This design comes from an exercise in tuning for small area and a short achievable clock period on the open sky130 flow, not from production work.
Where RTL was checked, it was by simulation tests only, not by an equivalence proof against the original.
No activity file was given, so power comes from the tool's default toggle rates.

==> flow/design.v (excerpt) <==
module t2c_maze_explorer (
    input clk,
    input rst_n,
    input left,
    mid,
    right,   
    output reg [2:0] move
);
export LEC_CHECK = 0
export CAP_MARGIN = 20
export CORE_MARGIN = 2
export CORE_UTILIZATION = 55
export SLEW_MARGIN = 20
create_clock -name core_clock -period 9.0 [get_ports {clk}]
standard.sh (not shown) runs the stock make flow with config.mk's settings and CLKGATE_MAP_FILE= SYNTH_SCRIPT=/design/flow/synth_recipe.tcl, a recipe that flattens the netlist after the stock synthesis.
==> flow/flow/run.sh <==
#!/bin/bash
# Own layout flow: the standard flow, except that the synthesised netlist
# comes from the same synthesis script with different ABC mapping (see
# flow/mysynth.tcl and flow/settings.sh) and without the adder-cell mapping.
# Registers (names and cell types) are those of the standard synthesis; this
# is checked below, and the standard netlist is used if they differ.
set -euo pipefail
W=$PWD
F=$W/flow
R=$W/orfs/results/$FLOW_PLATFORM/t2c_maze_explorer/base
source $F/settings.sh

bash standard.sh synth > $W/log_std_synth.txt 2>&1
cp $R/1_2_yosys.v $W/std_1_2_yosys.v

# 2. own synthesis in a separate ORFS work folder
make -C $FLOW_HOME DESIGN_CONFIG=$W/config.mk WORK_HOME=$W/own \
  CLKGATE_MAP_FILE= SYNTH_SCRIPT=$F/mysynth.tcl synth > $W/log_own_synth.txt 2>&1
OWN=$W/own/results/$FLOW_PLATFORM/t2c_maze_explorer/base/1_2_yosys.v

regs() { grep -E '^ *sky130_fd_sc_hd__(df|ed|sd)[a-z]*_[0-9]+ ' "$1" | awk '{print $1, $2}' | sed 's/_[0-9]* / /' | sort; }
regs $R/1_2_yosys.v > $W/regs_std.txt
regs $OWN > $W/regs_own.txt
if cmp -s $W/regs_std.txt $W/regs_own.txt; then
  cp $OWN $R/1_2_yosys.v
  echo "own synthesis used" > $W/log_synth_choice.txt
else
  echo "register mismatch; keeping the standard synthesis" > $W/log_synth_choice.txt
fi

# 3. the rest of the standard flow on that netlist
export SETUP_SLACK_MARGIN=$FLOW_SETUP_MARGIN
bash standard.sh > $W/log_flow.txt 2>&1
Other scripts of this flow, unchanged in this note and not shown: flow/flow/area.abc, flow/flow/mysynth.tcl, flow/flow/settings.sh
Change:
--- a/flow/design.v
+++ b/flow/design.v
@@ -1,30 +1,29 @@
 module t2c_late (
     input left, mid, right,    
     input mL, mF, mR,          
     input [3:0] dh,            
     input decide,              
     input at40,                
     input sp,                  
     input pm, cm, bm,          
     input [1:0] dirn, dL, dR, dU,        
     input [3:0] xp, xm, yp, ym,          
-    input [8:0] wra,                     
-    input [8:0] wrb,                     
+    input [8:0] xh,                      
     output go,                           
     output [2:0] move_n,
     output [1:0] dirn_n,
     output ex, ey,                       
     output [3:0] x_n, y_n,
     output pm_n, bm_n, cm_n,
-    output [8:0] wr_n                    
+    output [8:0] wr                      
 );
   wire fL = ~left & ~mL;
   wire fF = ~mid & ~mF;
   wire fR = ~right & ~mR;
   wire nof = ~(fL | fF | fR);
   wire block = (fL & ~fF & ~fR) | (~fL & fF & ~fR) | (~fL & ~fF & fR);
   wire uf = sp & ((left & mid & ~right) | (left & ~mid & right) | (~left & mid & right));
   wire sL = decide & ~uf & fL;
   wire sF = decide & ~uf & ~fL & fF;
   wire sR = decide & ~uf & ~fL & ~fF & fR;
   wire sU = decide & (uf | (nof & ~at40));
@@ -38,23 +37,23 @@
   wire wm = decide & (pm & block | nof & ~at40);    
   assign go = ~hold;
   assign move_n = ({3{sL}} & 3'd2) | ({3{sF}} & 3'd1) | ({3{sR}} & 3'd3) | ({3{sU}} & 3'd4);
   assign dirn_n = ({2{sL}} & dL) | ({2{sF}} & dirn) | ({2{sR}} & dR) | ({2{sU}} & dU);
   assign ex = ~holdx;
   assign ey = ~holdy;
   assign x_n = ({4{selE}} & xp) | ({4{selW}} & xm);
   assign y_n = ({4{selS}} & yp) | ({4{selN}} & ym);
   assign pm_n = cm | wm;
   assign bm_n = cm | wm;
   assign cm_n = sU & bm;
-  assign wr_n = ~((wra & {9{block}}) | (wrb & {9{nof}}));
+  assign wr = xh & {9{wm}};
 endmodule
 module t2c_maze_explorer (
     input clk,
     input rst_n,
     input left,
     mid,
     right,   
     output reg [2:0] move
 );
   reg [1:0] st;         
   reg [3:0] x_pos, y_pos;
@@ -107,31 +106,29 @@
   wire [3:0] xm = {x_pos[3] ^ ~(|x_pos[2:0]), x_pos[2] ^ ~(|x_pos[1:0]), x_pos[1] ^ ~x_pos[0], ~x_pos[0]};
   wire [3:0] yp = {y_pos[3] ^ (&y_pos[2:0]), y_pos[2] ^ (&y_pos[1:0]), y_pos[1] ^ y_pos[0], ~y_pos[0]};
   wire [3:0] ym = {y_pos[3] ^ ~(|y_pos[2:0]), y_pos[2] ^ ~(|y_pos[1:0]), y_pos[1] ^ ~y_pos[0], ~y_pos[0]};
   wire [1:0] dL = {dirn[1] ^ ~dirn[0], ~dirn[0]};
   wire [1:0] dR = {dirn[1] ^ dirn[0], ~dirn[0]};
   wire [1:0] dU = {~dirn[1], dirn[0]};
   wire go, ex, ey;
   wire [2:0] move_n;
   wire [1:0] dirn_n;
   wire [3:0] x_n, y_n;
   wire pm_n, bm_n, cm_n;
-  wire [8:0] wr_n;
-  wire [8:0] wra = xh & {9{decide & pm}};
-  wire [8:0] wrb = xh & {9{decide & ~at40}};
+  wire [8:0] wr;
   t2c_late u_late (
       .left(left), .mid(mid), .right(right), .mL(mL), .mF(mF), .mR(mR), .dh(dh),
       .decide(decide), .at40(at40), .sp(sp), .pm(pm), .cm(cm), .bm(bm),
-      .dirn(dirn), .dL(dL), .dR(dR), .dU(dU), .xp(xp), .xm(xm), .yp(yp), .ym(ym), .wra(wra), .wrb(wrb),
+      .dirn(dirn), .dL(dL), .dR(dR), .dU(dU), .xp(xp), .xm(xm), .yp(yp), .ym(ym), .xh(xh),
       .go(go), .move_n(move_n), .dirn_n(dirn_n), .ex(ex), .ey(ey), .x_n(x_n), .y_n(y_n),
-      .pm_n(pm_n), .bm_n(bm_n), .cm_n(cm_n), .wr_n(wr_n));
+      .pm_n(pm_n), .bm_n(bm_n), .cm_n(cm_n), .wr(wr));
   always @(posedge clk or negedge rst_n) begin
     if (!rst_n) begin
       st <= 2'b00;
       move <= 3'd0;
     end else begin
       st <= {st[1] | st[0], ~st[0]};
       if (go) move <= move_n;
     end
   end
   always @(posedge clk) begin
     if (idle) begin
@@ -153,18 +150,18 @@
       if (ex) x_pos <= x_n;
       if (ey) y_pos <= y_n;
     end
   end
   generate
     for (gi = 0; gi < 9; gi = gi + 1) begin : g_wi
       for (gj = 0; gj < 9; gj = gj + 1) begin : g_wj
         if (gi == 4 && gj == 8) begin : g_start
           assign mark[gi*9+gj] = 1'b1;
         end else begin : g_cell
           reg m_n;   
-          always @(posedge clk) m_n <= (m_n | idle) & (wr_n[gi] | ~yh[gj]);
+          always @(posedge clk) m_n <= (m_n | idle) & ~(wr[gi] & yh[gj]);
           assign mark[gi*9+gj] = ~m_n;
         end
       end
     end
   endgenerate
 endmodule
Result:
- via count drops by 6.9%
- cell area fell by 4.6%
- first-iteration DRC count rises by 4.3%
- worst setup slack got worse by 0.055 ns
- total power drops by 12%
- hold slack is about the same
- critical path depth drops by 1
Only the layout flow was run in the first run of this note; the RTL was not checked for function there.

[static timing again, ports no longer ideal]
In the flow no input, the clock included, has a driving cell. The finished layouts below were timed again as built, in two steps.
Step 1, drivers: a clkbuf_16 drives clk and a buf_2 each remaining input, both assumed.
Step 2 adds t to the input delays and takes it off the output delays; t is the mean of the earliest and latest rising clock arrival at the registers after step 1. Input paths then give back, and output paths get back, about the clock's delay inside the block.
Slacks: ideal / step 1 / step 2; pairs: ideal / step 1.
| run | t (ns) | setup slack, ns | worst setup path after step 2 |
|---|---|---|---|
| the first run | 0.415 | 5.963 / 5.947 / 5.532 | input to register |
| the second run | 0.409 | 5.908 / 5.897 / 5.488 | input to register |
After both steps every run listed still meets setup and hold. For the first run, which loses most, drivers alone change the setup slack by -0.016 ns; drivers and shift together by -0.431 ns.
